This is an optimization exercise on Yosys and OpenROAD, whose aim is small area, a short achievable clock period and few clock cycles per item, not a production implementation.
Where RTL was checked, it was by simulation tests only, not by an equivalence proof against the original.
Power is estimated from default activity; no workload was simulated.

Design top, start of the top module:
module top(clk, rst, start, i, socin1, socin2, socin3, socin4,
           socout1, socout2, socout3, socout4, outReady);
  input clk, rst, start, i;
  input socin1, socin2, socin3, socin4;
  output socout1, socout2, socout3, socout4;
  output reg outReady;
  reg [5:0] cnt;            
  reg [9:0] rt;             
  reg       colf;           
  reg [12:0] c;             
  reg [9:0]  tpos_lo;       
  reg [1:0]  tpos_hi;
  reg [1:0]  tcar;
  reg [12:0] tneg;          
  reg sh_c, sh_s, tpos_acc, tpos_fin, jcalc, r_it, r_init, t_last;
  reg m_s, m_n, m_p, horner, out_sh;
  wire [12:0] c_n  = sh_c ? {i, c[12:1]} : c;
  wire        ng   = c[12];
  wire        ng_n = c_n[12];
  wire [9:0] sv1, sv2, sv3, sv4;      
  wire q1, q2, q3, q4;                
  wire o1, o2, o3, o4;                
  wire [9:0] all_m, g1, g2, g3, g4;
  genvar m;
  generate for (m = 0; m < 10; m = m + 1) begin : th
    if (m == 0) begin : m0
      assign g1[0] = |sv1[9:1]; assign g2[0] = |sv2[9:1];
      assign g3[0] = |sv3[9:1]; assign g4[0] = |sv4[9:1];
    end else if (m == 9) begin : m9
      assign g1[9] = sv1[9] & |sv1[8:0]; assign g2[9] = sv2[9] & |sv2[8:0];
      assign g3[9] = sv3[9] & |sv3[8:0]; assign g4[9] = sv4[9] & |sv4[8:0];
    end else begin : mm
      assign g1[m] = |sv1[9:m+1] | (sv1[m] & |sv1[m-1:0]);
      assign g2[m] = |sv2[9:m+1] | (sv2[m] & |sv2[m-1:0]);
      assign g3[m] = |sv3[9:m+1] | (sv3[m] & |sv3[m-1:0]);
      assign g4[m] = |sv4[9:m+1] | (sv4[m] & |sv4[m-1:0]);
    end
  ...
export LEC_CHECK = 0
export CAP_MARGIN = 20
export CORE_MARGIN = 2
export CORE_UTILIZATION = 40
export PLACE_DENSITY = 0.6
export SETUP_SLACK_MARGIN = 2.2
export SLEW_MARGIN = 20
create_clock -name core_clock -period 5.0 [get_ports {clk}]
run.sh (not shown) runs the stock make flow with config.mk's settings and CLKGATE_MAP_FILE= SYNTH_SCRIPT=/design/flow/synth_recipe.tcl, a recipe that flattens the netlist after the stock synthesis.
Edit:
SETUP_SLACK_MARGIN = 1.6   (was 2.2)
Power shrinks by 22%.
Cell area shrinks by about 17%.
Routed wire length is lower by 16%.
Non-clock buffer count shrinks by 242.
Critical path depth shrinks by 1.
Die area does not change.
Worst setup slack degrades by 0.073 ns.
Edit:
SETUP_SLACK_MARGIN = 2.6   (was 1.6)
The new run finished clean.
Area after synthesis does not change.
Clock power barely changes.
Core utilization rose by 11 points.
Setup slack improved by 0.049 ns.
No functional check of the RTL was part of any run of this note.


Another version of the RTL of top (not shown whole).
For scale: roughly 2100 cells after synthesis, roughly 18000 um^2 of cells after synthesis.
Settings: LEC_CHECK=0, CAP_MARGIN=20, CORE_MARGIN=2, CORE_UTILIZATION=40, PLACE_DENSITY=0.6, SETUP_SLACK_MARGIN=1.8, SLEW_MARGIN=20; clock period 5.0 ns.
The first run went through all stages and came out clean.
Testbench counts at the start, summed over its fixed seeds: cycles 21,091, items 512.
Edit:
CTS_CLUSTER_DIAMETER = 100   (was default)
CTS_CLUSTER_SIZE = 20   (was default)
SETUP_SLACK_MARGIN = 1.7   (was 1.8)
TNS_END_PERCENT = 50   (was default)
The new run passed the timing, DRC and antenna checks.
Global-route usage came out lower by 0.34 points.
Area after synthesis stays the same.
Utilization goes down by 2.3 points.
Design area came out lower by about 5%.
Clock skew went up by 9.3 ps.
Edit:
CTS_CLUSTER_DIAMETER = default   (was 100)
CTS_CLUSTER_SIZE = default   (was 20)
SETUP_SLACK_MARGIN = 1.9   (was 1.7)
TNS_END_PERCENT = default   (was 50)
Outcome:
- core utilization goes up by 3.5 points
- first-iteration DRC count is higher by 23%
- global-route usage grows by 0.30 points
- cell count rose by 3.4%
- power rises by 14%
- register-to-register slack gets better by 90 ps
- flip-flop and latch count is unchanged
- combinational power rises by 8.6%
- wire length went up by 2.7%
- die area does not change
- area after synthesis stays the same
Edit:
SETUP_SLACK_MARGIN = 2.0   (was 1.9)
The new run completed without violations.
Global-route usage climbs by 0.42 points.
Clock-buffer cell count climbs by 3.
Register-to-register slack gains 80 ps.

-- re-timing with driven ports --
Ports are ideal in the flow. The routed layouts listed here were re-timed in OpenROAD. Step 1: set_driving_cell puts a clkbuf_16 on clk and a buf_2 on each other input, an assumption about the parent block. Step 2 times the ports against the registers' clock, not the clock port: input delays grow and output delays shrink by t, the midpoint of the rising clock arrivals with the driver on. a / b / c = ideal ports / drivers / drivers and shift; a / b = the first two.
run | t (ns) | setup slack, ns | hold WS [ns] | cell pins on the clock port's net
the first run of note 1 | 0.642 | 1.608 / 1.608 / 1.608 | 0.482 / 0.482 / 0.482 | 1
the second run of note 1 | 0.625 | 1.536 / 1.536 / 1.536 | 0.449 / 0.449 / 0.449 | 1
the third run of note 1 | 0.644 | 1.585 / 1.585 / 1.585 | 0.483 / 0.483 / 0.483 | 1
the first run of note 2 | 0.629 | 1.872 / 1.872 / 1.872 | 0.466 / 0.466 / 0.466 | 1
the second run of note 2 | 0.581 | 1.751 / 1.751 / 1.751 | 0.482 / 0.482 / 0.482 | 1
the third run of note 2 | 0.637 | 1.841 / 1.841 / 1.841 | 0.472 / 0.472 / 0.472 | 1
the fourth run of note 2 | 0.637 | 1.916 / 1.916 / 1.916 | 0.488 / 0.488 / 0.488 | 1
After both steps setup and hold are still met in every run listed.
